This is an optimization exercise on Yosys and OpenROAD, whose aim is small area and a short achievable clock period, not a production implementation.
Function was not checked in any run shown here: the RTL went through the layout flow alone.

==> flow/design.v, too long to show whole: its modules and the start of the top module <==
// module FA: 6 lines
// module HA: 6 lines
// module XN2: 5 lines
// module OR2: 5 lines
// module MX: 5 lines
// module X2: 5 lines
// module LSTM: 1785 lines
module LSTM(clk, Of, En, Ci, Cip, In, Ui, Uf, Uk, Uo, Wi, Wk, Wf, Wo, Vo, Bi, Bo, Bf, Bk, PrevH, Cout, Hout);
  // ...
==> flow/flow/run.sh <==
#!/bin/bash
set -euo pipefail
export BUFFER_PORTS_ARGS="-buffer_cell sky130_fd_sc_hd__buf_1"
bash standard.sh > standard_flow.log 2>&1
==> flow/standard.sh <==
#!/bin/bash
# synth_recipe.tcl (not shown) runs the flow's synth.tcl, then flattens the netlist and writes it again
# the make line also repeats each setting of config.mk as NAME=value (left out here)
make -C /OpenROAD-flow-scripts/flow DESIGN_CONFIG=/design/flow/config.mk WORK_HOME=/design/flow/orfs CLKGATE_MAP_FILE= SYNTH_SCRIPT=/design/flow/synth_recipe.tcl "${@:-finish}"
==> flow/config.mk <==
export PLATFORM = sky130hd
export DESIGN_NAME = LSTM
export DESIGN_NICKNAME = LSTM
export VERILOG_FILES = /design/flow/design.v
export SDC_FILE = /design/flow/constraint.sdc
export NUM_CORES = 4
export LEC_CHECK = 0
export CAP_MARGIN = 20
export CORE_MARGIN = 2
export CORE_UTILIZATION = 40
export CTS_BUF_LIST = sky130_fd_sc_hd__clkbuf_8
export SLEW_MARGIN = 20
export SYNTH_HIERARCHICAL = 1
==> flow/constraint.sdc <==
create_clock -name core_clock -period 45.0 [get_ports {clk}]
set_input_delay 9.0000 -clock core_clock [delete_from_list [all_inputs] [get_ports {clk}]]
set_output_delay 9.0000 -clock core_clock [all_outputs]
set_load 0.01 [all_outputs]
==> results.sh, run 1 <==
export IMPL_finClkSkew_ps=8.40
export IMPL_tapCellCount=455
export IMPL_dr_pass1_iters=5
export IMPL_hold_violations=0
export IMPL_rsz0062_at_grt="false"
export IMPL_grt_pass1_wl_um=54300
export IMPL_synth_edf_count=0
export IMPL_syn_nets=2014
export IMPL_drive_gt1_share_pct=3.07
export IMPL_worstMarginPinSlew_ps=757
export IMPL_inv_count=66
export IMPL_seq_cell_share_pct=3.32
export IMPL_setup_tns_ps=0
export IMPL_clock_path_buffers=2
export IMPL_run_status="complete, no violations"
export IMPL_io_buffers=131
export IMPL_crit_end="Of"
export IMPL_avgRoutedWirePerCell_um=16.4
export IMPL_crit_type="in -> out"
export IMPL_crit_buf_inv=2
export IMPL_final_common_cell="nand2_1"
export IMPL_clk_share_pct=0.332
export IMPL_crit_top_cell="fa_1"
export IMPL_crit_family="adder cells"
==> inputs of run 2 (changes only) <==
--- a/flow/design.v
+++ b/flow/design.v
@@ -1437,17 +1437,17 @@
   wire s917, c917;
   FA fa917(.a(s347), .b(w5), .ci(c916), .s(s917), .co(c917));
   wire s918, c918;
   FA fa918(.a(s348), .b(w6), .ci(c917), .s(s918), .co(c918));
   wire s919, c919;
   FA fa919(.a(s349), .b(w7), .ci(c918), .s(s919), .co(c919));
   wire s920, c920;
   FA fa920(.a(~x351), .b(w8), .ci(c919), .s(s920), .co(c920));
-  wire w921 = &{~s343 ^ Bi[0], ~s344 ^ Bi[1], ~s345 ^ Bi[2], ~s346 ^ Bi[3], ~s347 ^ Bi[4], ~s348 ^ Bi[5], ~s349 ^ Bi[6], x351 ^ Bi[7]};
+  wire w921 = &{~s913, ~s914, ~s915, ~s916, ~s917, ~s918, ~s919, ~s920};
   wire w922 = ~c920 | (x351 & w921);
   wire s923;
   XN2 xn923(.a(s913), .b(~x351), .y(s923));
   wire c923;
   OR2 or923(.a(s913), .b(~x351), .y(c923));
   wire s924;
   XN2 xn924(.a(s914), .b(c923), .y(s924));
   wire c924;
@@ -1503,315 +1503,341 @@
   wire s942, c942;
   FA fa942(.a(s934), .b(w12), .ci(c941), .s(s942), .co(c942));
   wire s943, c943;
   FA fa943(.a(s935), .b(w13), .ci(c942), .s(s943), .co(c943));
   wire s944, c944;
   FA fa944(.a(s936), .b(w14), .ci(c943), .s(s944), .co(c944));
   wire s945, c945;
   FA fa945(.a(s937), .b(w15), .ci(c944), .s(s945), .co(c945));
-  wire s946, c946;
-  FA fa946(.a(~s938), .b(w16), .ci(c945), .s(s946), .co(c946));
-  wire w947 = &{~s452 ^ ~s561, ~s453 ^ ~s562, ~s454 ^ ~s563, ~s455 ^ ~s564, ~s456 ^ ~s565, ~s457 ^ ~s566, ~s458 ^ ~s567, x460 ^ x569};
-  wire w948 = &{~s931 ^ Bk[0], ~s932 ^ Bk[1], ~s933 ^ Bk[2], ~s934 ^ Bk[3], ~s935 ^ Bk[4], ~s936 ^ Bk[5], ~s937 ^ Bk[6], s938 ^ Bk[7]};
+  wire w946 = s938 ^ Bk[7] ^ ~c945;
+  wire w947 = (s938 & Bk[7]) | (s938 & ~c945) | (Bk[7] & ~c945);
+  wire w948 = &{~s931, ~s932, ~s933, ~s934, ~s935, ~s936, ~s937, s938};
   wire w949 = &Bk;
-  wire w950 = c938 | (w922 & w947);
-  wire w951 = ~c946 | w948;
-  wire w952 = ~Bk[1];
-  wire w953 = Bk[2] ^ (&Bk[1:1]);
-  wire w954 = Bk[3] ^ (&Bk[2:1]);
-  wire w955 = Bk[4] ^ (&Bk[3:1]);
-  wire w956 = Bk[5] ^ (&Bk[4:1]);
-  wire w957 = Bk[6] ^ (&Bk[5:1]);
-  wire w958 = Bk[7] ^ (&Bk[6:1]);
-  wire w959 = &Bk[7:1];
-  wire w960 = ~s931 & Bk[0];
-  wire w961 = (~s932 & w952) | (~s932 & w960) | (w952 & w960);
-  wire w962 = (~s933 & w953) | (~s933 & w961) | (w953 & w961);
-  wire w963 = (~s934 & w954) | (~s934 & w962) | (w954 & w962);
-  wire w964 = (~s935 & w955) | (~s935 & w963) | (w955 & w963);
-  wire w965 = (~s936 & w956) | (~s936 & w964) | (w956 & w964);
-  wire w966 = (~s937 & w957) | (~s937 & w965) | (w957 & w965);
-  wire w967 = (s938 & w958) | (s938 & w966) | (w958 & w966);
-  wire w968 = w959 | w967;
+  wire w950 = &{~s939, ~s940, ~s941, ~s942, ~s943, ~s944, ~s945};
+  wire w951 = (&{~s940, ~s941, ~s942, ~s943, ~s944, ~s945}) & ~(~s939);
+  wire w952 = c938 | (w922 & w948);
+  wire w953 = s938 ^ Bk[7] ^ 1'b0;
+  wire w954 = s938 & Bk[7];
+  wire w955 = w953 & w950;
+  wire w956 = w953 & w951;
+  wire w957 = w954 | (c938 & w955);
+  wire w958 = w948 ? w949 : (w954 | w955 | (c938 & w956));
+  wire w959 = s938 ^ Bk[7] ^ 1'b1;
+  wire w960 = s938 | Bk[7];
+  wire w961 = w959 & w950;
+  wire w962 = w959 & w951;
+  wire w963 = w960 | (c938 & w961);
+  wire w964 = w948 ? w949 : (w960 | w961 | (c938 & w962));
+  wire m965;
+  MX mx965(.s(~c945), .a(w963), .b(w957), .y(m965));
+  wire m966;
+  MX mx966(.s(~c945), .a(w964), .b(w958), .y(m966));
+  wire w967 = x351 & w921;
+  wire o968;
+  OR2 ok968(.a(~c920), .b(w967), .y(o968));
   wire m969;
-  MX mx969(.s(c938), .a(w951), .b(~c946), .y(m969));
-  wire m970;
-  MX mx970(.s(c938), .a(w968), .b(w951), .y(m970));
-  wire m971;
-  MX mx971(.s(w947), .a(w949), .b(m970), .y(m971));
-  wire m972;
-  MX mx972(.s(w922), .a(m971), .b(m969), .y(m972));
-  wire w973 = w922 ^ w950;
-  wire w974 = w922 & w950;
+  MX mx969(.s(o968), .a(m966), .b(m965), .y(m969));
+  wire w970 = w922 ^ w952;
+  wire w971 = w922 & w952;
+  wire s972;
+  XN2 xn972(.a(s939), .b(~w970), .y(s972));
+  wire c972;
+  OR2 or972(.a(s939), .b(~w970), .y(c972));
+  wire s973, c973;
+  FA fa973(.a(s940), .b(~w971), .ci(c972), .s(s973), .co(c973));
+  wire s974;
+  XN2 xn974(.a(s941), .b(c973), .y(s974));
+  wire c974;
+  OR2 or974(.a(s941), .b(c973), .y(c974));
   wire s975;
-  XN2 xn975(.a(s939), .b(~w973), .y(s975));
+  XN2 xn975(.a(s942), .b(c974), .y(s975));
   wire c975;
-  OR2 or975(.a(s939), .b(~w973), .y(c975));
-  wire s976, c976;
-  FA fa976(.a(s940), .b(~w974), .ci(c975), .s(s976), .co(c976));
+  OR2 or975(.a(s942), .b(c974), .y(c975));
+  wire s976;
+  XN2 xn976(.a(s943), .b(c975), .y(s976));
+  wire c976;
+  OR2 or976(.a(s943), .b(c975), .y(c976));
   wire s977;
-  XN2 xn977(.a(s941), .b(c976), .y(s977));
+  XN2 xn977(.a(s944), .b(c976), .y(s977));
   wire c977;
-  OR2 or977(.a(s941), .b(c976), .y(c977));
+  OR2 or977(.a(s944), .b(c976), .y(c977));
   wire s978;
-  XN2 xn978(.a(s942), .b(c977), .y(s978));
+  XN2 xn978(.a(s945), .b(c977), .y(s978));
   wire c978;
-  OR2 or978(.a(s942), .b(c977), .y(c978));
-  wire s979;
-  XN2 xn979(.a(s943), .b(c978), .y(s979));
-  wire c979;
-  OR2 or979(.a(s943), .b(c978), .y(c979));
-  wire s980;
-  XN2 xn980(.a(s944), .b(c979), .y(s980));
-  wire c980;
-  OR2 or980(.a(s944), .b(c979), .y(c980));
-  wire s981;
-  XN2 xn981(.a(s945), .b(c980), .y(s981));
-  wire c981;
-  OR2 or981(.a(s945), .b(c980), .y(c981));
-  wire s982;
-  XN2 xn982(.a(s946), .b(c981), .y(s982));
+  OR2 or978(.a(s945), .b(c977), .y(c978));
+  wire s979 = w946 ^ ~c978;
+  wire s980, c980;
+  HA ha980(.a(s905), .b(s972), .s(s980), .co(c980));
+  wire s981, c981;
+  FA fa981(.a(s906), .b(s973), .ci(c980), .s(s981), .co(c981));
+  wire s982, c982;
+  FA fa982(.a(s907), .b(s974), .ci(c981), .s(s982), .co(c982));
   wire s983, c983;
-  HA ha983(.a(s905), .b(s975), .s(s983), .co(c983));
+  FA fa983(.a(s908), .b(s975), .ci(c982), .s(s983), .co(c983));
   wire s984, c984;
-  FA fa984(.a(s906), .b(s976), .ci(c983), .s(s984), .co(c984));
+  FA fa984(.a(s909), .b(s976), .ci(c983), .s(s984), .co(c984));
   wire s985, c985;
-  FA fa985(.a(s907), .b(s977), .ci(c984), .s(s985), .co(c985));
+  FA fa985(.a(s910), .b(s977), .ci(c984), .s(s985), .co(c985));
   wire s986, c986;
-  FA fa986(.a(s908), .b(s978), .ci(c985), .s(s986), .co(c986));
+  FA fa986(.a(s911), .b(s978), .ci(c985), .s(s986), .co(c986));
   wire s987, c987;
-  FA fa987(.a(s909), .b(s979), .ci(c986), .s(s987), .co(c987));
+  FA fa987(.a(s912), .b(~s979), .ci(c986), .s(s987), .co(c987));
+  wire [8:0] u_d = {c987, s987, s986, s985, s984, s983, s982, s981, s980};
+  wire [7:0] ft_d = {s930, s929, s928, s927, s926, s925, s924, s923};
   wire s988, c988;
-  FA fa988(.a(s910), .b(s980), .ci(c987), .s(s988), .co(c988));
+  HA ha988(.a(ft_r[0]), .b(Ci[0]), .s(s988), .co(c988));
   wire s989, c989;
-  FA fa989(.a(s911), .b(s981), .ci(c988), .s(s989), .co(c989));
+  FA fa989(.a(ft_r[1]), .b(Ci[1]), .ci(c988), .s(s989), .co(c989));
   wire s990, c990;
-  FA fa990(.a(s912), .b(s982), .ci(c989), .s(s990), .co(c990));
-  wire [8:0] u_d = {c990, s990, s989, s988, s987, s986, s985, s984, s983};
-  wire [7:0] ft_d = {s930, s929, s928, s927, s926, s925, s924, s923};
+  FA fa990(.a(ft_r[2]), .b(Ci[2]), .ci(c989), .s(s990), .co(c990));
   wire s991, c991;
-  HA ha991(.a(ft_r[0]), .b(Ci[0]), .s(s991), .co(c991));
+  FA fa991(.a(ft_r[3]), .b(Ci[3]), .ci(c990), .s(s991), .co(c991));
   wire s992, c992;
-  FA fa992(.a(ft_r[1]), .b(Ci[1]), .ci(c991), .s(s992), .co(c992));
+  FA fa992(.a(ft_r[4]), .b(Ci[4]), .ci(c991), .s(s992), .co(c992));
   wire s993, c993;
-  FA fa993(.a(ft_r[2]), .b(Ci[2]), .ci(c992), .s(s993), .co(c993));
+  FA fa993(.a(ft_r[5]), .b(Ci[5]), .ci(c992), .s(s993), .co(c993));
   wire s994, c994;
-  FA fa994(.a(ft_r[3]), .b(Ci[3]), .ci(c993), .s(s994), .co(c994));
+  FA fa994(.a(ft_r[6]), .b(Ci[6]), .ci(c993), .s(s994), .co(c994));
   wire s995, c995;
-  FA fa995(.a(ft_r[4]), .b(Ci[4]), .ci(c994), .s(s995), .co(c995));
+  FA fa995(.a(ft_r[7]), .b(Ci[7]), .ci(c994), .s(s995), .co(c995));
   wire s996, c996;
-  FA fa996(.a(ft_r[5]), .b(Ci[5]), .ci(c995), .s(s996), .co(c996));
+  HA ha996(.a(u_r[0]), .b(s988), .s(s996), .co(c996));
   wire s997, c997;
-  FA fa997(.a(ft_r[6]), .b(Ci[6]), .ci(c996), .s(s997), .co(c997));
+  FA fa997(.a(u_r[1]), .b(s989), .ci(c996), .s(s997), .co(c997));
   wire s998, c998;
-  FA fa998(.a(ft_r[7]), .b(Ci[7]), .ci(c997), .s(s998), .co(c998));
+  FA fa998(.a(u_r[2]), .b(s990), .ci(c997), .s(s998), .co(c998));
   wire s999, c999;
-  HA ha999(.a(u_r[0]), .b(s991), .s(s999), .co(c999));
+  FA fa999(.a(u_r[3]), .b(s991), .ci(c998), .s(s999), .co(c999));
   wire s1000, c1000;
-  FA fa1000(.a(u_r[1]), .b(s992), .ci(c999), .s(s1000), .co(c1000));
+  FA fa1000(.a(u_r[4]), .b(s992), .ci(c999), .s(s1000), .co(c1000));
   wire s1001, c1001;
-  FA fa1001(.a(u_r[2]), .b(s993), .ci(c1000), .s(s1001), .co(c1001));
+  FA fa1001(.a(u_r[5]), .b(s993), .ci(c1000), .s(s1001), .co(c1001));
   wire s1002, c1002;
-  FA fa1002(.a(u_r[3]), .b(s994), .ci(c1001), .s(s1002), .co(c1002));
+  FA fa1002(.a(u_r[6]), .b(s994), .ci(c1001), .s(s1002), .co(c1002));
   wire s1003, c1003;
-  FA fa1003(.a(u_r[4]), .b(s995), .ci(c1002), .s(s1003), .co(c1003));
+  FA fa1003(.a(u_r[7]), .b(s995), .ci(c1002), .s(s1003), .co(c1003));
   wire s1004, c1004;
-  FA fa1004(.a(u_r[5]), .b(s996), .ci(c1003), .s(s1004), .co(c1004));
-  wire s1005, c1005;
-  FA fa1005(.a(u_r[6]), .b(s997), .ci(c1004), .s(s1005), .co(c1005));
-  wire s1006, c1006;
-  FA fa1006(.a(u_r[7]), .b(s998), .ci(c1005), .s(s1006), .co(c1006));
-  wire s1007, c1007;
-  FA fa1007(.a(u_r[8]), .b(c998), .ci(c1006), .s(s1007), .co(c1007));
-  wire [9:0] P1007 = {c1007, s1007, s1006, s1005, s1004, s1003, s1002, s1001, s1000, s999};
-  wire w1008 = &{u_r[0], u_r[1], u_r[2], u_r[3], u_r[4], u_r[5], u_r[6], u_r[7]};
-  wire w1009 = &{s991, s992, s993, s994, s995, s996, s997, s998};
-  wire w1010 = u_r[8] | (0 & w1008);
-  wire w1011 = c998 | (w1010 & w1009);
-  wire w1012 = ((w1010 & w1011) ? ({1'b0, P1007} + 11'd0 >= 11'd766) : ((w1010 | w1011) ? ({1'b0, P1007} + 11'd0 >= 11'd511) : ({1'b0, P1007} + 11'd0 >= 11'd256)));
-  wire w1013 = 0 ^ w1010 ^ w1011;
-  wire w1014 = (0 & w1010) | (0 & w1011) | (w1010 & w1011);
-  wire w1015 = u_r[8] | (1 & w1008);
-  wire w1016 = c998 | (w1015 & w1009);
-  wire w1017 = ((w1015 & w1016) ? ({1'b0, P1007} + 11'd1 >= 11'd766) : ((w1015 | w1016) ? ({1'b0, P1007} + 11'd1 >= 11'd511) : ({1'b0, P1007} + 11'd1 >= 11'd256)));
-  wire w1018 = 1 ^ w1015 ^ w1016;
-  wire w1019 = (1 & w1015) | (1 & w1016) | (w1015 & w1016);
-  wire w1020 = m972 ? w1017 : w1012;
+  FA fa1004(.a(u_r[8]), .b(c995), .ci(c1003), .s(s1004), .co(c1004));
+  wire [9:0] P1004 = {c1004, s1004, s1003, s1002, s1001, s1000, s999, s998, s997, s996};
+  wire w1005 = &{u_r[0], u_r[1], u_r[2], u_r[3], u_r[4], u_r[5], u_r[6], u_r[7]};
+  wire w1006 = &{s988, s989, s990, s991, s992, s993, s994, s995};
+  wire w1007 = u_r[8] | (0 & w1005);
+  wire w1008 = c995 | (w1007 & w1006);
+  wire w1009 = ((w1007 & w1008) ? ({1'b0, P1004} + 11'd0 >= 11'd766) : ((w1007 | w1008) ? ({1'b0, P1004} + 11'd0 >= 11'd511) : ({1'b0, P1004} + 11'd0 >= 11'd256)));
+  wire w1010 = 0 ^ w1007 ^ w1008;
+  wire w1011 = (0 & w1007) | (0 & w1008) | (w1007 & w1008);
+  wire w1012 = u_r[8] | (1 & w1005);
+  wire w1013 = c995 | (w1012 & w1006);
+  wire w1014 = ((w1012 & w1013) ? ({1'b0, P1004} + 11'd1 >= 11'd766) : ((w1012 | w1013) ? ({1'b0, P1004} + 11'd1 >= 11'd511) : ({1'b0, P1004} + 11'd1 >= 11'd256)));
+  wire w1015 = 1 ^ w1012 ^ w1013;
+  wire w1016 = (1 & w1012) | (1 & w1013) | (w1012 & w1013);
+  wire w1017 = m969 ? w1014 : w1009;
+  wire s1018, c1018;
+  HA ha1018(.a(s996), .b(w1010), .s(s1018), .co(c1018));
+  wire s1019, c1019;
+  FA fa1019(.a(s997), .b(w1011), .ci(c1018), .s(s1019), .co(c1019));
+  wire s1020, c1020;
+  HA ha1020(.a(s998), .b(c1019), .s(s1020), .co(c1020));
   wire s1021, c1021;
-  HA ha1021(.a(s999), .b(w1013), .s(s1021), .co(c1021));
+  HA ha1021(.a(s999), .b(c1020), .s(s1021), .co(c1021));
   wire s1022, c1022;
-  FA fa1022(.a(s1000), .b(w1014), .ci(c1021), .s(s1022), .co(c1022));
+  HA ha1022(.a(s1000), .b(c1021), .s(s1022), .co(c1022));
   wire s1023, c1023;
   HA ha1023(.a(s1001), .b(c1022), .s(s1023), .co(c1023));
   wire s1024, c1024;
   HA ha1024(.a(s1002), .b(c1023), .s(s1024), .co(c1024));
-  wire s1025, c1025;
-  HA ha1025(.a(s1003), .b(c1024), .s(s1025), .co(c1025));
+  wire s1025 = s1003 ^ c1024;
   wire s1026, c1026;
-  HA ha1026(.a(s1004), .b(c1025), .s(s1026), .co(c1026));
+  HA ha1026(.a(s996), .b(w1015), .s(s1026), .co(c1026));
   wire s1027, c1027;
-  HA ha1027(.a(s1005), .b(c1026), .s(s1027), .co(c1027));
-  wire s1028 = s1006 ^ c1027;
+  FA fa1027(.a(s997), .b(w1016), .ci(c1026), .s(s1027), .co(c1027));
+  wire s1028, c1028;
+  HA ha1028(.a(s998), .b(c1027), .s(s1028), .co(c1028));
   wire s1029, c1029;
-  HA ha1029(.a(s999), .b(w1018), .s(s1029), .co(c1029));
+  HA ha1029(.a(s999), .b(c1028), .s(s1029), .co(c1029));
   wire s1030, c1030;
-  FA fa1030(.a(s1000), .b(w1019), .ci(c1029), .s(s1030), .co(c1030));
+  HA ha1030(.a(s1000), .b(c1029), .s(s1030), .co(c1030));
   wire s1031, c1031;
   HA ha1031(.a(s1001), .b(c1030), .s(s1031), .co(c1031));
   wire s1032, c1032;
   HA ha1032(.a(s1002), .b(c1031), .s(s1032), .co(c1032));
-  wire s1033, c1033;
-  HA ha1033(.a(s1003), .b(c1032), .s(s1033), .co(c1033));
-  wire s1034, c1034;
-  HA ha1034(.a(s1004), .b(c1033), .s(s1034), .co(c1034));
-  wire s1035, c1035;
-  HA ha1035(.a(s1005), .b(c1034), .s(s1035), .co(c1035));
-  wire s1036 = s1006 ^ c1035;
+  wire s1033 = s1003 ^ c1032;
+  wire m1034;
+  MX mx1034(.s(m969), .a(s1026), .b(s1018), .y(m1034));
+  wire m1035;
+  MX mx1035(.s(m969), .a(s1027), .b(s1019), .y(m1035));
+  wire m1036;
+  MX mx1036(.s(m969), .a(s1028), .b(s1020), .y(m1036));
   wire m1037;
-  MX mx1037(.s(m972), .a(s1029), .b(s1021), .y(m1037));
+  MX mx1037(.s(m969), .a(s1029), .b(s1021), .y(m1037));
   wire m1038;
-  MX mx1038(.s(m972), .a(s1030), .b(s1022), .y(m1038));
+  MX mx1038(.s(m969), .a(s1030), .b(s1022), .y(m1038));
   wire m1039;
-  MX mx1039(.s(m972), .a(s1031), .b(s1023), .y(m1039));
+  MX mx1039(.s(m969), .a(s1031), .b(s1023), .y(m1039));
   wire m1040;
-  MX mx1040(.s(m972), .a(s1032), .b(s1024), .y(m1040));
+  MX mx1040(.s(m969), .a(s1032), .b(s1024), .y(m1040));
   wire m1041;
-  MX mx1041(.s(m972), .a(s1033), .b(s1025), .y(m1041));
-  wire m1042;
-  MX mx1042(.s(m972), .a(s1034), .b(s1026), .y(m1042));
-  wire m1043;
-  MX mx1043(.s(m972), .a(s1035), .b(s1027), .y(m1043));
-  wire m1044;
-  MX mx1044(.s(m972), .a(s1036), .b(s1028), .y(m1044));
-  wire [7:0] cout_w = {m1044, m1043, m1042, m1041, m1040, m1039, m1038, m1037};
-  wire s1045;
-  XN2 xn1045(.a(s670), .b(s779), .y(s1045));
-  wire c1045;
-  OR2 or1045(.a(s670), .b(s779), .y(c1045));
+  MX mx1041(.s(m969), .a(s1033), .b(s1025), .y(m1041));
+  wire [7:0] cout_w = {m1041, m1040, m1039, m1038, m1037, m1036, m1035, m1034};
+  wire s1042;
+  XN2 xn1042(.a(s670), .b(s779), .y(s1042));
+  wire c1042;
+  OR2 or1042(.a(s670), .b(s779), .y(c1042));
+  wire s1043, c1043;
+  FA fa1043(.a(s671), .b(s780), .ci(c1042), .s(s1043), .co(c1043));
+  wire s1044, c1044;
+  FA fa1044(.a(s672), .b(s781), .ci(c1043), .s(s1044), .co(c1044));
+  wire s1045, c1045;
+  FA fa1045(.a(s673), .b(s782), .ci(c1044), .s(s1045), .co(c1045));
   wire s1046, c1046;
-  FA fa1046(.a(s671), .b(s780), .ci(c1045), .s(s1046), .co(c1046));
+  FA fa1046(.a(s674), .b(s783), .ci(c1045), .s(s1046), .co(c1046));
   wire s1047, c1047;
-  FA fa1047(.a(s672), .b(s781), .ci(c1046), .s(s1047), .co(c1047));
+  FA fa1047(.a(s675), .b(s784), .ci(c1046), .s(s1047), .co(c1047));
   wire s1048, c1048;
-  FA fa1048(.a(s673), .b(s782), .ci(c1047), .s(s1048), .co(c1048));
+  FA fa1048(.a(s676), .b(s785), .ci(c1047), .s(s1048), .co(c1048));
   wire s1049, c1049;
-  FA fa1049(.a(s674), .b(s783), .ci(c1048), .s(s1049), .co(c1049));
-  wire s1050, c1050;
-  FA fa1050(.a(s675), .b(s784), .ci(c1049), .s(s1050), .co(c1050));
+  FA fa1049(.a(x678), .b(x787), .ci(~c1048), .s(s1049), .co(c1049));
+  wire s1050;
+  XN2 xn1050(.a(s888), .b(w17), .y(s1050));
+  wire c1050;
+  OR2 or1050(.a(s888), .b(w17), .y(c1050));
   wire s1051, c1051;
-  FA fa1051(.a(s676), .b(s785), .ci(c1050), .s(s1051), .co(c1051));
+  FA fa1051(.a(s889), .b(w18), .ci(c1050), .s(s1051), .co(c1051));
   wire s1052, c1052;
-  FA fa1052(.a(x678), .b(x787), .ci(~c1051), .s(s1052), .co(c1052));
-  wire s1053;
-  XN2 xn1053(.a(s888), .b(w17), .y(s1053));
-  wire c1053;
-  OR2 or1053(.a(s888), .b(w17), .y(c1053));
+  FA fa1052(.a(s890), .b(w19), .ci(c1051), .s(s1052), .co(c1052));
+  wire s1053, c1053;
+  FA fa1053(.a(s891), .b(w20), .ci(c1052), .s(s1053), .co(c1053));
   wire s1054, c1054;
-  FA fa1054(.a(s889), .b(w18), .ci(c1053), .s(s1054), .co(c1054));
+  FA fa1054(.a(s892), .b(w21), .ci(c1053), .s(s1054), .co(c1054));
   wire s1055, c1055;
-  FA fa1055(.a(s890), .b(w19), .ci(c1054), .s(s1055), .co(c1055));
+  FA fa1055(.a(s893), .b(w22), .ci(c1054), .s(s1055), .co(c1055));
   wire s1056, c1056;
-  FA fa1056(.a(s891), .b(w20), .ci(c1055), .s(s1056), .co(c1056));
+  FA fa1056(.a(s894), .b(w23), .ci(c1055), .s(s1056), .co(c1056));
   wire s1057, c1057;
-  FA fa1057(.a(s892), .b(w21), .ci(c1056), .s(s1057), .co(c1057));
-  wire s1058, c1058;
-  FA fa1058(.a(s893), .b(w22), .ci(c1057), .s(s1058), .co(c1058));
+  FA fa1057(.a(~x896), .b(w24), .ci(c1056), .s(s1057), .co(c1057));
+  wire s1058;
+  XN2 xn1058(.a(s1042), .b(s1050), .y(s1058));
+  wire c1058;
+  OR2 or1058(.a(s1042), .b(s1050), .y(c1058));
   wire s1059, c1059;
-  FA fa1059(.a(s894), .b(w23), .ci(c1058), .s(s1059), .co(c1059));
+  FA fa1059(.a(s1043), .b(s1051), .ci(c1058), .s(s1059), .co(c1059));
   wire s1060, c1060;
-  FA fa1060(.a(~x896), .b(w24), .ci(c1059), .s(s1060), .co(c1060));
-  wire s1061;
-  XN2 xn1061(.a(s1045), .b(s1053), .y(s1061));
-  wire c1061;
-  OR2 or1061(.a(s1045), .b(s1053), .y(c1061));
+  FA fa1060(.a(s1044), .b(s1052), .ci(c1059), .s(s1060), .co(c1060));
+  wire s1061, c1061;
+  FA fa1061(.a(s1045), .b(s1053), .ci(c1060), .s(s1061), .co(c1061));
   wire s1062, c1062;
   FA fa1062(.a(s1046), .b(s1054), .ci(c1061), .s(s1062), .co(c1062));
   wire s1063, c1063;
   FA fa1063(.a(s1047), .b(s1055), .ci(c1062), .s(s1063), .co(c1063));
   wire s1064, c1064;
   FA fa1064(.a(s1048), .b(s1056), .ci(c1063), .s(s1064), .co(c1064));
-  wire s1065, c1065;
-  FA fa1065(.a(s1049), .b(s1057), .ci(c1064), .s(s1065), .co(c1065));
-  wire s1066, c1066;
-  FA fa1066(.a(s1050), .b(s1058), .ci(c1065), .s(s1066), .co(c1066));
-  wire s1067, c1067;
-  FA fa1067(.a(s1051), .b(s1059), .ci(c1066), .s(s1067), .co(c1067));
-  wire s1068, c1068;
-  FA fa1068(.a(~s1052), .b(s1060), .ci(c1067), .s(s1068), .co(c1068));
-  wire w1069 = &{~s670 ^ ~s779, ~s671 ^ ~s780, ~s672 ^ ~s781, ~s673 ^ ~s782, ~s674 ^ ~s783, ~s675 ^ ~s784, ~s676 ^ ~s785, x678 ^ x787};
-  wire w1070 = &{~s888 ^ Bo[0], ~s889 ^ Bo[1], ~s890 ^ Bo[2], ~s891 ^ Bo[3], ~s892 ^ Bo[4], ~s893 ^ Bo[5], ~s894 ^ Bo[6], x896 ^ Bo[7]};
-  wire w1071 = &{~s1061, ~s1062, ~s1063, ~s1064, ~s1065, ~s1066, ~s1067};
-  wire w1072 = &{~s1062, ~s1063, ~s1064, ~s1065, ~s1066, ~s1067};
-  wire w1073 = (&{~s1063, ~s1064, ~s1065, ~s1066, ~s1067}) & (~s1062 | ~s1061);
-  wire w1074 = c1052 | (0 & w1069);
-  wire w1075 = ~c1060 | (w1074 & w1070);
-  wire w1076 = ~w1074 & ~w1075;
-  wire w1077 = w1074 ^ w1075;
-  wire w1078 = ~(w1074 & w1075);
-  wire w1079 = w1078 | (~s1068 & w1072);
-  wire w1080 = w1076 | (w1077 & ~s1068 & w1071);
-  wire w1081 = (c1052 ^ ~c1060 ^ 1'b0) ? ((c1052 & ~c1060) | w1080) : ((c1052 & ~c1060) ? w1079 : 1'b0);
-  wire w1082 = (c1052 ^ ~c1060 ^ 1'b1) ? ((c1052 | ~c1060) | w1080) : ((c1052 | ~c1060) ? w1079 : 1'b0);
-  wire m1083;
-  MX mx1083(.s(~c1068), .a(w1082), .b(w1081), .y(m1083));
-  wire w1084 = 0 ^ w1074 ^ w1075;
-  wire w1085 = (0 & w1074) | (0 & w1075) | (w1074 & w1075);
-  wire w1086 = c1052 | (1 & w1069);
-  wire w1087 = ~c1060 | (w1086 & w1070);
-  wire w1088 = ~w1086 & ~w1087;
-  wire w1089 = w1086 ^ w1087;
-  wire w1090 = ~(w1086 & w1087);
-  wire w1091 = w1090 | (~s1068 & w1073);
-  wire w1092 = w1088 | (w1089 & ~s1068 & w1072);
-  wire w1093 = w1088 & ~s1068 & w1071;
-  wire w1094 = (c1052 ^ ~c1060 ^ 1'b0) ? ((c1052 & ~c1060) | w1092) : ((c1052 & ~c1060) ? w1091 : w1093);
-  wire w1095 = (c1052 ^ ~c1060 ^ 1'b1) ? ((c1052 | ~c1060) | w1092) : ((c1052 | ~c1060) ? w1091 : w1093);
-  wire m1096;
-  MX mx1096(.s(~c1068), .a(w1095), .b(w1094), .y(m1096));
-  wire w1097 = 1 ^ w1086 ^ w1087;
-  wire w1098 = (1 & w1086) | (1 & w1087) | (w1086 & w1087);
-  wire m1099;
-  MX mx1099(.s(w1012), .a(m1096), .b(m1083), .y(m1099));
-  wire m1100;
-  MX mx1100(.s(w1017), .a(m1096), .b(m1083), .y(m1100));
-  wire m1101;
-  MX mx1101(.s(m972), .a(m1100), .b(m1099), .y(m1101));
-  wire w1102 = w1020 ? w1097 : w1084;
-  wire w1103 = w1020 ? w1098 : w1085;
-  wire s1104;
-  XN2 xn1104(.a(s1061), .b(~w1102), .y(s1104));
-  wire c1104;
-  OR2 or1104(.a(s1061), .b(~w1102), .y(c1104));
-  wire s1105, c1105;
-  FA fa1105(.a(s1062), .b(~w1103), .ci(c1104), .s(s1105), .co(c1105));
-  wire s1106;
-  XN2 xn1106(.a(s1063), .b(c1105), .y(s1106));
-  wire c1106;
-  OR2 or1106(.a(s1063), .b(c1105), .y(c1106));
-  wire s1107;
-  XN2 xn1107(.a(s1064), .b(c1106), .y(s1107));
-  wire c1107;
-  OR2 or1107(.a(s1064), .b(c1106), .y(c1107));
-  wire s1108;
-  XN2 xn1108(.a(s1065), .b(c1107), .y(s1108));
-  wire c1108;
-  OR2 or1108(.a(s1065), .b(c1107), .y(c1108));
-  wire s1109;
-  XN2 xn1109(.a(s1066), .b(c1108), .y(s1109));
-  wire c1109;
-  OR2 or1109(.a(s1066), .b(c1108), .y(c1109));
-  wire s1110;
-  XN2 xn1110(.a(s1067), .b(c1109), .y(s1110));
-  wire c1110;
-  OR2 or1110(.a(s1067), .b(c1109), .y(c1110));
-  wire s1111;
-  XN2 xn1111(.a(s1068), .b(c1110), .y(s1111));
-  wire [7:0] h_d = {s1111, s1110, s1109, s1108, s1107, s1106, s1105, s1104};
+  wire w1065 = s1049 ^ ~s1057 ^ ~c1064;
+  wire k1066 = s670 & s779;
+  wire k1067 = (s671 & s780) | (s671 & k1066) | (s780 & k1066);
+  wire k1068 = (s672 & s781) | (s672 & k1067) | (s781 & k1067);
+  wire k1069 = (s673 & s782) | (s673 & k1068) | (s782 & k1068);
+  wire k1070 = (s674 & s783) | (s674 & k1069) | (s783 & k1069);
+  wire k1071 = (s675 & s784) | (s675 & k1070) | (s784 & k1070);
+  wire k1072 = (s676 & s785) | (s676 & k1071) | (s785 & k1071);
+  wire k1073 = (x678 & x787) | (x678 & ~k1072) | (x787 & ~k1072);
+  wire k1074 = s888 & w17;
+  wire k1075 = (s889 & w18) | (s889 & k1074) | (w18 & k1074);
+  wire k1076 = (s890 & w19) | (s890 & k1075) | (w19 & k1075);
+  wire k1077 = (s891 & w20) | (s891 & k1076) | (w20 & k1076);
+  wire k1078 = (s892 & w21) | (s892 & k1077) | (w21 & k1077);
+  wire k1079 = (s893 & w22) | (s893 & k1078) | (w22 & k1078);
+  wire k1080 = (s894 & w23) | (s894 & k1079) | (w23 & k1079);
+  wire k1081 = (x896 & ~w24) | (x896 & ~k1080) | (~w24 & ~k1080);
+  wire w1082 = &{~s1058, ~s1059, ~s1060, ~s1061, ~s1062, ~s1063, ~s1064};
+  wire w1083 = &{~s1059, ~s1060, ~s1061, ~s1062, ~s1063, ~s1064};
+  wire w1084 = (&{~s1060, ~s1061, ~s1062, ~s1063, ~s1064}) & (~s1059 | ~s1058);
+  wire w1085 = c1049 ? k1081 : ~c1057;
+  wire w1086 = ~c1049 & ~w1085;
+  wire w1087 = c1049 ^ w1085;
+  wire w1088 = ~(c1049 & w1085);
+  wire w1089 = s1049 ^ ~s1057 ^ 1'b0;
+  wire w1090 = (s1049 & ~s1057) | (s1049 & 1'b0) | (~s1057 & 1'b0);
+  wire w1091 = c1049 ^ ~c1057 ^ w1090;
+  wire w1092 = (c1049 & ~c1057) | (c1049 & w1090) | (~c1057 & w1090);
+  wire w1093 = w1088 | (w1089 & w1083);
+  wire w1094 = w1086 | (w1087 & w1089 & w1082);
+  wire w1095 = w1091 ? (w1092 | w1094) : (w1092 ? w1093 : 1'b0);
+  wire w1096 = s1049 ^ ~s1057 ^ 1'b1;
+  wire w1097 = (s1049 & ~s1057) | (s1049 & 1'b1) | (~s1057 & 1'b1);
+  wire w1098 = c1049 ^ ~c1057 ^ w1097;
+  wire w1099 = (c1049 & ~c1057) | (c1049 & w1097) | (~c1057 & w1097);
+  wire w1100 = w1088 | (w1096 & w1083);
+  wire w1101 = w1086 | (w1087 & w1096 & w1082);
+  wire w1102 = w1098 ? (w1099 | w1101) : (w1099 ? w1100 : 1'b0);
+  wire m1103;
+  MX mx1103(.s(~c1064), .a(w1102), .b(w1095), .y(m1103));
+  wire w1104 = 0 ^ c1049 ^ w1085;
+  wire w1105 = (0 & c1049) | (0 & w1085) | (c1049 & w1085);
+  wire w1106 = k1073 ? k1081 : ~c1057;
+  wire w1107 = ~k1073 & ~w1106;
+  wire w1108 = k1073 ^ w1106;
+  wire w1109 = ~(k1073 & w1106);
+  wire w1110 = s1049 ^ ~s1057 ^ 1'b0;
+  wire w1111 = (s1049 & ~s1057) | (s1049 & 1'b0) | (~s1057 & 1'b0);
+  wire w1112 = c1049 ^ ~c1057 ^ w1111;
+  wire w1113 = (c1049 & ~c1057) | (c1049 & w1111) | (~c1057 & w1111);
+  wire w1114 = w1109 | (w1110 & w1084);
+  wire w1115 = w1107 | (w1108 & w1110 & w1083);
+  wire w1116 = w1107 & w1110 & w1082;
+  wire w1117 = w1112 ? (w1113 | w1115) : (w1113 ? w1114 : w1116);
+  wire w1118 = s1049 ^ ~s1057 ^ 1'b1;
+  wire w1119 = (s1049 & ~s1057) | (s1049 & 1'b1) | (~s1057 & 1'b1);
+  wire w1120 = c1049 ^ ~c1057 ^ w1119;
+  wire w1121 = (c1049 & ~c1057) | (c1049 & w1119) | (~c1057 & w1119);
+  wire w1122 = w1109 | (w1118 & w1084);
+  wire w1123 = w1107 | (w1108 & w1118 & w1083);
+  wire w1124 = w1107 & w1118 & w1082;
+  wire w1125 = w1120 ? (w1121 | w1123) : (w1121 ? w1122 : w1124);
+  wire m1126;
+  MX mx1126(.s(~c1064), .a(w1125), .b(w1117), .y(m1126));
+  wire w1127 = 1 ^ k1073 ^ w1106;
+  wire w1128 = (1 & k1073) | (1 & w1106) | (k1073 & w1106);
+  wire m1129;
+  MX mx1129(.s(w1009), .a(m1126), .b(m1103), .y(m1129));
+  wire m1130;
+  MX mx1130(.s(w1014), .a(m1126), .b(m1103), .y(m1130));
+  wire m1131;
+  MX mx1131(.s(m969), .a(m1130), .b(m1129), .y(m1131));
+  wire w1132 = w1017 ? w1127 : w1104;
+  wire w1133 = w1017 ? w1128 : w1105;
+  wire s1134;
+  XN2 xn1134(.a(s1058), .b(~w1132), .y(s1134));
+  wire c1134;
+  OR2 or1134(.a(s1058), .b(~w1132), .y(c1134));
+  wire s1135, c1135;
+  FA fa1135(.a(s1059), .b(~w1133), .ci(c1134), .s(s1135), .co(c1135));
+  wire s1136;
+  XN2 xn1136(.a(s1060), .b(c1135), .y(s1136));
+  wire c1136;
+  OR2 or1136(.a(s1060), .b(c1135), .y(c1136));
+  wire s1137;
+  XN2 xn1137(.a(s1061), .b(c1136), .y(s1137));
+  wire c1137;
+  OR2 or1137(.a(s1061), .b(c1136), .y(c1137));
+  wire s1138;
+  XN2 xn1138(.a(s1062), .b(c1137), .y(s1138));
+  wire c1138;
+  OR2 or1138(.a(s1062), .b(c1137), .y(c1138));
+  wire s1139;
+  XN2 xn1139(.a(s1063), .b(c1138), .y(s1139));
+  wire c1139;
+  OR2 or1139(.a(s1063), .b(c1138), .y(c1139));
+  wire s1140;
+  XN2 xn1140(.a(s1064), .b(c1139), .y(s1140));
+  wire c1140;
+  OR2 or1140(.a(s1064), .b(c1139), .y(c1140));
+  wire s1141 = w1065 ^ ~c1140;
+  wire [7:0] h_d = {~s1141, s1140, s1139, s1138, s1137, s1136, s1135, s1134};
   always @(posedge clk) begin
     u_r  <= En ? u_d  : 9'd0;
     ft_r <= En ? ft_d : 8'd0;
     h_r  <= En ? h_d  : 8'd0;
   end
   assign Hout = h_r;
   assign Cout = cout_w;
-  assign Of = m1101;
+  assign Of = m1131;
 endmodule
==> results.sh, run 2 <==
export IMPL_clock_latency_ps=270
export IMPL_hold_class="reg -> reg"
export IMPL_yosys_area_top_type="fa_1"
export IMPL_cts_buffers=3
export IMPL_avgRoutedWirePerCell_um=16.2
export IMPL_clock_path_buffers=2
export IMPL_drive_gt1_share_pct=3.43
export IMPL_largest_register_ffs=9
export IMPL_hpwlAfterDp_um=27500
export IMPL_rsz0062_at_grt="false"
export IMPL_syn_nets=1996
export IMPL_crit_path_max_incr_delay_ps=580
export IMPL_synth_distinct_cells=54
export IMPL_crit_buf_inv=3
export IMPL_crit_chain="buf_1, buf_4, nand2_1, fa_1, fa_1, fa_1, fa_1, fa_1, fa_1, fa_1, or2_1, fa_1, fa_1, fa_1, fa_1, or4_4, or4_4, o21ai_1, nand3_1, a32oi_1, mux2_4, mux2_4, mux2_4, buf_1"
export IMPL_min_period_over_period_pct=57.9
export IMPL_ys_top_cells_by_area="fa_1, nand2_1, xnor2_1, or2_1, dfxtp_1"
export IMPL_top_regs="u_r: 9 flops, ft_r: 8 flops, h_r: 8 flops"
export IMPL_ys_async_sr_fraction_pct=0
export IMPL_top_register="u_r"
export IMPL_final_min_clock_period_ps=26060
export IMPL_final_max_slew_violation_count=0
export IMPL_die_y_um=191
export IMPL_layout_common_cells="nand2_1, fa_1, buf_1"
export IMPL_synth_edf_count=0
export IMPL_synth_flop_cell="dfxtp_1"
export IMPL_viasPerCell=5.09
export IMPL_post_cts_setup_buffers=0
export IMPL_cts_tree="yes"
export IMPL_dr_pass1_iters=7
export IMPL_yosysMostFrequentCell="nand2_1"
export IMPL_clock_sinks=25
export IMPL_cp_max_fo=32
export IMPL_setup_violations_final=0
export IMPL_htreeDepth=1
export IMPL_postLayoutCoreUtil_pct=43.2
export IMPL_grt_overflow=0
export IMPL_cp_data_required_time_ps=36000
export IMPL_synth_seq_cells=25
export IMPL_dieArea_um2=36500
export IMPL_crit_path_start_kind="input port"
export IMPL_antenna_found_initial=4
export IMPL_grt_pass1_wl_um=55000
export IMPL_io_buffers=131
export IMPL_fill_cells=3397
export IMPL_drc=0
export IMPL_wl_um=32100
export IMPL_drv_cap=0
export IMPL_finalNonFillerCells=1977
export IMPL_finClkSkew_ps=6.95
export IMPL_dp_cells=1968
export IMPL_floorplan_initialDensity_pct=40.6
export IMPL_layout_nets=2065
export IMPL_max_freq_ghz=0.0384
export IMPL_vias=10100
export IMPL_drtAntennaViolNets=0
export IMPL_syn_to_final_growth_pct=6.45
export IMPL_crit_slowest_cell="or4_4"
export IMPL_relSlewSlack_pct=43.3
export IMPL_cts_root_buf="clkbuf_8"
export IMPL_drt_iter0_drc=480
export IMPL_ys_top_cells_by_count="nand2_1, fa_1, xnor2_1"
export IMPL_crit_type="in -> out"
export IMPL_grt_use_total_pct=18.8
export IMPL_postPlaceCellArea_um2=14800
export IMPL_synth_top_area_share_pct=55.4
export IMPL_syn_area_um2=14000
export IMPL_crit_arrival_ps=17060
export IMPL_run_status="complete, no violations"
export IMPL_crit_family="adder cells"
export IMPL_path_clk_slew_ps=90
export IMPL_grt_pass1_vias=11200
export IMPL_ys_warn_count=7
export IMPL_hold_violations=0
export IMPL_core_area_um2=34500
export IMPL_cts_resized=0
export IMPL_end_kind="primary output"
export IMPL_finalHoldWorstSlack_ps=1510
export IMPL_design_area_um2=14900
export IMPL_rows=68
export IMPL_gp_congestion=0.838
export IMPL_r2r_setup_slack_ps=36660
export IMPL_setup_tns_ps=0
export IMPL_final_common_cell="nand2_1"
export IMPL_worstMarginPinSlew_ps=850
export IMPL_crit_top_cell="fa_1"
export IMPL_fp_dieW_um=191
export IMPL_seq_area_frac_synth_pct=3.58
export IMPL_grt_max_degree=33
export IMPL_syn_inst=1449
export IMPL_synth_area_per_cell_um2=9.65
export IMPL_ctsHoldBuffers=0
export IMPL_io_pins=148
-- run 2: through the flow --
stage                     worst slack (ps)
after global routing                 18570
after CTS                            18890
final                                18940
after global placement               19010
after floorplan                      19430
after detailed placement             18910
-- run 2: path summary, 6_finish.rpt --
kind                            cells after the start           endpoint                from
worst max register to register                     26  h_r[7]$_SDFF_PN0_  ft_r[0]$_SDFF_PN0_
worst min-delay path                                6  h_r[0]$_SDFF_PN0_   u_r[8]$_SDFF_PN0_
worst max-delay path                               24                 Of               In[1]
worst min register to register                      6  h_r[0]$_SDFF_PN0_   u_r[8]$_SDFF_PN0_
-- run 2: cell families after synthesis --
kind of cell | after synthesis | share of synthesized area (%)
compound gates | 59 | 3.42
xor+xnor | 139 | 8.71
buf+inv | 152 | 4.30
simple gates | 639 | 20.0
fa+ha+maj | 416 | 58.0
flops | 25 | 3.58
mux | 19 | 1.95
-- run 2: routing by layer --
metal	wire length, um	GRT usage, %	vias to the layer above
met5	0	0	-
met4	508	3.13	0
met3	2160	2.61	41
met2	16000	33.4	315
met1	13300	24.9	5168
li1	-	-	4541
-- run 2: layout make-up --
type	count	area, um^2	area share (%)
tap	455	569	3.83
clock buffer	3	41.3	0.278
clock inverter	1	8.76	0.0589
multi-input combinational	1272	12900	86.5
antenna	5	12.5	0.0841
inverter	69	259	1.74
timing repair buffer	147	612	4.11
sequential	25	500	3.36
-- run 2: Yosys stat by module, one instance, submodules excluded --
module	copies in the design	cell area, um^2
LSTM	1	4630
FA	385	20.0
MX	16	15.0
HA	15	12.5
X2	8	8.76
XN2	66	8.76
OR2	90	6.26
-- run 2: tightest hold or removal path, delay by kind of cell (launching register included) --
family / cells / cell delay (ps)
DFF: 1 / 450
xor gates and xnor gates: 1 / 70
and+or+nand+nor: 1 / 160
muxes: 1 / 250
adders and majority gates: 1 / 260
AOI/OAI and AO/OA: 2 / 290

## re-timing with driven ports
How much do the figures lean on ideal ports? The routed layouts below were timed once more, with nothing changed but the port constraints.
Step 1 assumes that a clkbuf_16 drives the clock port and a buf_2 every other input.
Step 2, shift: input delay + t, output delay - t, t = (earliest + latest rising clock arrival at the registers) / 2. This alone moves slack from input paths to output paths.
a / b / c = ideal ports / drivers / drivers and shift; a / b = the first two.
run | t, ns | setup WS [ns] | worst hold slack (ns) | slew at the worst register clock pin (ns) | worst slew at a driven data input, ns
run 1 | 0.290 | 19.086 / 19.060 / 19.060 | 1.421 / 1.421 / 1.421 | 0.10 / 0.10 | 0.08
run 2 | 0.293 | 18.935 / 18.912 / 18.912 | 1.513 / 1.513 / 1.513 | 0.09 / 0.09 | 0.09
After both steps setup and hold are still met in every run listed. For run 1, which loses most, drivers alone change the setup slack by -0.026 ns; drivers and shift together by -0.026 ns.
